Context: an optimization exercise on an open-source flow, tuned for small area and a short achievable clock period. The choices shown serve that exercise and are no tape-out recipe.
Where RTL was checked, it was by simulation tests only, not by an equivalence proof against the original.
Power is estimated from default activity; no workload was simulated.

Setup of run A:
Design RGB_to_Gray, start of the top module:
module RGB_to_Gray(input CLK, input [7:0] R, input [7:0] G, input [7:0] B, input In_Valid, output reg [7:0] Gray, output reg Out_Valid);
clock: 16.0 ns
lec_check: 0
cap_margin: 20
core_margin: 2
core_utilization: 60
cts_buf_list: sky130_fd_sc_hd__clkbuf_8
place_density: 0.75
slew_margin: 20
synth_hierarchical: 1
synth_minimum_keep_size: 0
standard.sh (not shown) runs the stock make flow with config.mk's settings and CLKGATE_MAP_FILE= SYNTH_SCRIPT=/design/flow/synth_recipe.tcl, a recipe that flattens the netlist after the stock synthesis.
==> flow/flow/run.sh <==
#!/bin/bash
# Standard ORFS layout with the standard synthesis unchanged. Port buffers are
# sky130_fd_sc_hd__buf_2, and timing repair is asked to reach a setup slack of
# 11.95 ns at the design's own clock period and constraints.
set -euo pipefail
export SETUP_SLACK_MARGIN=11.95
export CTS_ARGS="-sink_clustering_enable -repair_clock_nets -dont_use_dummy_load -buf_list sky130_fd_sc_hd__clkbuf_16 -num_static_layers 1"
export BUFFER_PORTS_ARGS="-buffer_cell sky130_fd_sc_hd__buf_2"
bash standard.sh synth > synth.log 2>&1
bash standard.sh > layout.log 2>&1
Run A finished every stage and its layout cleared the timing, design-rule and antenna checks.
Changes in run B relative to run A:
--- a/flow/flow/run.sh
+++ b/flow/flow/run.sh
@@ -7 +7 @@
-export CTS_ARGS="-sink_clustering_enable -repair_clock_nets -dont_use_dummy_load -buf_list sky130_fd_sc_hd__clkbuf_16 -num_static_layers 1"
+export CTS_ARGS="-sink_clustering_enable -repair_clock_nets -dont_use_dummy_load -buf_list sky130_fd_sc_hd__clkbuf_16 -sink_buffer_max_cap_derate 0.3"
### Flow results
Run A → run B: sum of routed wire length over all layers increased 1.8%, switching part of the total picked up an extra 0.18 points, power rose 0.000013 W.
Setup changes, run B to run C
--- a/flow/flow/run.sh
+++ b/flow/flow/run.sh
@@ -7 +6,0 @@
-export CTS_ARGS="-sink_clustering_enable -repair_clock_nets -dont_use_dummy_load -buf_list sky130_fd_sc_hd__clkbuf_16 -sink_buffer_max_cap_derate 0.3"
Notes after the runs:
Diff run B -> run C | total power density per cell area | down slightly
The final core utilization reported for run C is smaller than that of run B by 1.1 points.
The cell with the biggest individual delay on the critical path comes out sky130_fd_sc_hd__dfxtp_2 in one run and sky130_fd_sc_hd__dfxtp_1 in the other, namely in run B and run C respectively.
In the flow results for run C and run B, the overall fraction of global-route tracks in use is larger on run B.
The largest clock skew in the final design on run C is in line with that on run B.
Taking run B as the reference, in run C ratio of final minimum period to clock period up 0.19 points; proportion of synthesized flip-flops having asynchronous set or reset neither gained nor lost much; length of routed wiring on met1 down about 4%; worst setup slack fell by 0.031 ns.
Maximum frequency shrinks slightly when moving from run B to run C.
### run C -> run D
--- a/flow/flow/run.sh
+++ b/flow/flow/run.sh
@@ -6,0 +7 @@
+export CTS_ARGS="-sink_clustering_enable -repair_clock_nets -dont_use_dummy_load -buf_list sky130_fd_sc_hd__clkbuf_8"
==> comparison <==
Run D was carried through to the last stage, and its layout satisfied the timing, design-rule and antenna checks. Of the two values seen for library cell contributing the largest single delay on the critical path, sky130_fd_sc_hd__dfxtp_2 was produced by run D and sky130_fd_sc_hd__dfxtp_1 by run C. The total number of vias of run D exceeds that of run C by 34. Of run C and run D, run D shows the lower design area, with run C above it. Against run C as the reference, run D delivers a lower clock network fraction of design power. Compared with run C, in run D post-layout minimum cycle time has remained practically unchanged; floorplan die area closely matched the old numbers; met2 track demand over resource in global routing shrank by 0.28 points.

---

Starting RTL as in the previous note.
==> flow/config.mk <==
export PLATFORM = sky130hd
export DESIGN_NAME = RGB_to_Gray
export DESIGN_NICKNAME = RGB_to_Gray
export VERILOG_FILES = /design/flow/design.v
export SDC_FILE = /design/flow/constraint.sdc
export NUM_CORES = 8
export LEC_CHECK = 0
export CAP_MARGIN = 20
export CORE_MARGIN = 2
export CORE_UTILIZATION = 60
export CTS_BUF_LIST = sky130_fd_sc_hd__clkbuf_8
export PLACE_DENSITY = 0.75
export SLEW_MARGIN = 20
export SYNTH_HIERARCHICAL = 1
export SYNTH_MINIMUM_KEEP_SIZE = 0
==> flow/constraint.sdc <==
create_clock -name core_clock -period 16.0 [get_ports {CLK}]
set_input_delay 3.2000 -clock core_clock [delete_from_list [all_inputs] [get_ports {CLK}]]
set_output_delay 3.2000 -clock core_clock [all_outputs]
set_load 0.01 [all_outputs]
==> flow/flow/run.sh <==
#!/bin/bash
# Standard ORFS layout with the standard synthesis unchanged. Port buffers are
# sky130_fd_sc_hd__buf_2, and timing repair is asked to reach a setup slack of
# 11.95 ns at the design's own clock period and constraints.
set -euo pipefail
export SETUP_SLACK_MARGIN=11.95
export CTS_ARGS="-sink_clustering_enable -repair_clock_nets -dont_use_dummy_load -buf_list sky130_fd_sc_hd__clkbuf_16 -sink_clustering_size 40 -sink_clustering_max_diameter 80"
export BUFFER_PORTS_ARGS="-buffer_cell sky130_fd_sc_hd__buf_2"
bash standard.sh synth > synth.log 2>&1
bash standard.sh > layout.log 2>&1
The first run ran to the end with no violations.
Next try:
--- a/flow/flow/run.sh
+++ b/flow/flow/run.sh
@@ -5,5 +5,5 @@
 set -euo pipefail
 export SETUP_SLACK_MARGIN=11.95
-export CTS_ARGS="-sink_clustering_enable -repair_clock_nets -dont_use_dummy_load -buf_list sky130_fd_sc_hd__clkbuf_16 -sink_clustering_size 40 -sink_clustering_max_diameter 80"
+export CTS_ARGS="-repair_clock_nets -dont_use_dummy_load -buf_list sky130_fd_sc_hd__clkbuf_16 -distance_between_buffers 1000 -branching_point_buffers_distance 1000"
 export BUFFER_PORTS_ARGS="-buffer_cell sky130_fd_sc_hd__buf_2"
 bash standard.sh synth > synth.log 2>&1
Result:
- The changed run finished with timing, DRC and antenna clean
- worst setup slack degrades by 4.6 ps
- cell area shrinks by 0.73%
- cell count is lower by 0.74%
- total power drops by 0.42%
- sequential share of layout area rises by 0.23 points
- wire length decreases by 0.84%
- critical path depth stays the same
- count of clock-buffer cells in the layout stays the same
- non-clock buffer count is lower by 7
- sequential cell count does not change

---

Another version of the RTL of RGB_to_Gray (not shown whole).
Size: ~650 cells after synthesis, ~150 flip-flops, about 35 I/O pins, roughly 9400 sq um of cells after synthesis.
Settings: LEC_CHECK=0, CAP_MARGIN=20, CORE_MARGIN=2, CORE_UTILIZATION=65, CTS_BUF_LIST=sky130_fd_sc_hd__clkbuf_8, PLACE_DENSITY=0.8, SLEW_MARGIN=20, SYNTH_HIERARCHICAL=1, SYNTH_MINIMUM_KEEP_SIZE=0; clock period 16.0 ns.
==> flow/flow/run.sh <==
#!/bin/bash
# Standard ORFS layout with the standard synthesis unchanged. Port buffers are
# sky130_fd_sc_hd__buf_2, and timing repair is asked to reach a setup slack of
# 11.95 ns at the design's own clock period and constraints.
set -euo pipefail
export SETUP_SLACK_MARGIN=11.95
export BUFFER_PORTS_ARGS="-buffer_cell sky130_fd_sc_hd__buf_2"
bash standard.sh synth > synth.log 2>&1
bash standard.sh > layout.log 2>&1
==> next run, changes <==
Settings changed: CORE_UTILIZATION 65 to 60, CTS_BUF_LIST sky130_fd_sc_hd__clkbuf_8 to not set, CTS_CLUSTER_DIAMETER set to 150, CTS_CLUSTER_SIZE set to 60, PLACE_DENSITY 0.8 to 0.75.
Result: Combinational power stays flat. Non-clock buffer count drops by 11. Maximum frequency goes up slightly. Cell count went down slightly. Via count shrinks by a few percent. Worst setup slack is better by 0.039 ns. Synthesized cell count is unchanged. Final area rose slightly. Clock power is higher by well over a third. First-iteration DRC count rose by a little under a tenth.
==> next run, changes <==
Settings changed: CORE_UTILIZATION 60 to 50, CTS_BUF_LIST set to sky130_fd_sc_hd__clkbuf_8, CTS_CLUSTER_DIAMETER 150 to not set, CTS_CLUSTER_SIZE 60 to not set, PLACE_DENSITY 0.75 to 0.65.
Outcome: Wire length goes down slightly; first-iteration DRC count went down by a quarter to a third; count of clock-buffer cells in the layout shrinks by 3; synthesized cell count does not change; combinational power hardly moves; global-route usage decreases by 5.3 points; sequential power barely changes; worst setup slack degrades by 0.026 ns; hold slack is better by 0.0044 ns; clock power shrinks by a quarter to a third; design area is lower slightly.

---

Another version of the RTL of RGB_to_Gray (not shown whole).
Size: roughly 830 cells after synthesis, about 140 flip-flops, roughly 35 I/O pins, ~11000 sq um of cells after synthesis.
export LEC_CHECK = 0
export CAP_MARGIN = 20
export CORE_MARGIN = 2
export CORE_UTILIZATION = 40
export SLEW_MARGIN = 20
export SYNTH_HIERARCHICAL = 1
export SYNTH_MINIMUM_KEEP_SIZE = 0
create_clock -name core_clock -period 16.0 [get_ports {CLK}]
run.sh (not shown) runs the stock make flow with config.mk's settings and CLKGATE_MAP_FILE= SYNTH_SCRIPT=/design/flow/synth_recipe.tcl, a recipe that flattens the netlist after the stock synthesis.
Stock flow here: none of the scripts above is used.
Change:
==> flow/flow/run.sh (new file) <==
#!/bin/bash
# Standard ORFS layout (standard synthesis unchanged); timing repair is asked to
# reach a setup slack of 11.8 ns at the design's own clock period and constraints.
set -euo pipefail
export SETUP_SLACK_MARGIN=11.8
bash standard.sh synth > synth.log 2>&1
bash standard.sh > layout.log 2>&1
==> flow/standard.sh (new file) <==
#!/bin/bash
# synth_recipe.tcl (not shown) runs the flow's synth.tcl, then flattens the netlist and writes it again
# the make line also repeats each setting of config.mk as NAME=value (left out here)
make -C /OpenROAD-flow-scripts/flow DESIGN_CONFIG=/design/flow/config.mk WORK_HOME=/design/flow/orfs CLKGATE_MAP_FILE= SYNTH_SCRIPT=/design/flow/synth_recipe.tcl "${@:-finish}"
removed: flow/run.sh
Effect:
- routed wire length is about the same
- power is about the same
- worst setup slack improved by 0.31 ns
- clock power is about the same
- synthesized cell count is unchanged
- final area hardly moves
- global-route usage does not change
- sequential power hardly moves
- clock-buffer cell count does not change
No run of this note included a check of the RTL's function; only the layout flow was run.

---

RTL: one of the versions met above, not the one the previous note started from.
Size: ~150 flip-flops, about 35 I/O pins.
clock: 16.0 ns
lec_check: 0
cap_margin: 20
core_margin: 2
core_utilization: 60
cts_buf_list: sky130_fd_sc_hd__clkbuf_8
place_density: 0.75
slew_margin: 20
synth_hierarchical: 1
synth_minimum_keep_size: 0
standard.sh (not shown) runs the stock make flow with config.mk's settings and CLKGATE_MAP_FILE= SYNTH_SCRIPT=/design/flow/synth_recipe.tcl, a recipe that flattens the netlist after the stock synthesis.
==> flow/flow/run.sh <==
#!/bin/bash
# Standard ORFS layout with the standard synthesis unchanged. Port buffers are
# sky130_fd_sc_hd__buf_2, and timing repair is asked to reach a setup slack of
# 12.00 ns at the design's own clock period and constraints.
set -euo pipefail
export SETUP_SLACK_MARGIN=12.00
export BUFFER_PORTS_ARGS="-buffer_cell sky130_fd_sc_hd__buf_2"
bash standard.sh synth > synth.log 2>&1
bash standard.sh > layout.log 2>&1
The first run finished clean.
Rerun with:
--- a/flow/flow/run.sh
+++ b/flow/flow/run.sh
@@ -4 +4 @@
-# 12.00 ns at the design's own clock period and constraints.
+# 11.95 ns at the design's own clock period and constraints.
@@ -6 +6 @@
-export SETUP_SLACK_MARGIN=12.00
+export SETUP_SLACK_MARGIN=11.95
Result:
- The changed run completed with no timing, DRC or antenna violations
- die area is unchanged
- worst hold slack hardly moves
- sequential power hardly moves
Rerun with:
--- a/flow/config.mk
+++ b/flow/config.mk
@@ -11 +10,0 @@
-export CTS_BUF_LIST = sky130_fd_sc_hd__clkbuf_8
After rerunning:
- The changed run ran to the end with no violations
- wire length grows by a few percent
- cell count shrinks slightly
- clock skew shrinks by 0.0032 ns
- non-clock buffer count shrinks by 5
- cell area grows slightly
Rerun with:
--- a/flow/config.mk
+++ b/flow/config.mk
@@ -10,2 +10,2 @@
-export CORE_UTILIZATION = 60
-export PLACE_DENSITY = 0.75
+export CORE_UTILIZATION = 75
+export PLACE_DENSITY = 0.85
Result: The new run ran to the end with no violations. First-iteration DRC count came out higher by 95%. Worst setup slack loses 0.18 ns. Cell area came out higher by 2.0%.

## re-timing with driven ports
In the flow no input, the clock included, has a driving cell. The finished layouts below were timed again as built, in two steps. Step 1: set_driving_cell puts a clkbuf_16 on CLK and a buf_2 on each other input, an assumption about the parent block. Step 2 times the ports against the registers' clock, not the clock port: input delays grow and output delays shrink by t, the midpoint of the rising clock arrivals with the driver on. Slacks: ideal / step 1 / step 2; pairs: ideal / step 1.
| run | t, ns | slack for setup (ns) | worst slew at a driven data input, ns |
|---|---|---|---|
| run A | 0.464 | 11.944 / 11.899 / 12.019 | 0.03 |
| run B | 0.460 | 11.944 / 11.901 / 12.039 | 0.03 |
| run C | 0.494 | 11.913 / 11.873 / 12.018 | 0.03 |
| run D | 0.484 | 11.911 / 11.868 / 12.022 | 0.03 |
| the first run of note 2 | 0.460 | 11.944 / 11.901 / 12.039 | 0.03 |
| the second run of note 2 | 0.466 | 11.939 / 11.894 / 12.035 | 0.03 |
| the first run of note 3 | 0.497 | 11.909 / 11.873 / 11.978 | 0.03 |
| the second run of note 3 | 0.470 | 11.948 / 11.904 / 11.976 | 0.03 |
| the third run of note 3 | 0.488 | 11.922 / 11.883 / 12.021 | 0.03 |
| the first run of note 4 | 0.468 | 11.521 / 11.479 / 11.729 | 0.04 |
| the second run of note 4 | 0.470 | 11.835 / 11.791 / 11.989 | 0.04 |
| the first run of note 5 | 0.514 | 11.899 / 11.858 / 12.013 | 0.03 |
| the second run of note 5 | 0.492 | 11.913 / 11.873 / 12.014 | 0.03 |
| the third run of note 5 | 0.470 | 11.948 / 11.904 / 11.976 | 0.03 |
| the fourth run of note 5 | 0.463 | 11.768 / 11.768 / 11.768 | 0.05 |
After both steps setup and hold are still met in every run listed.
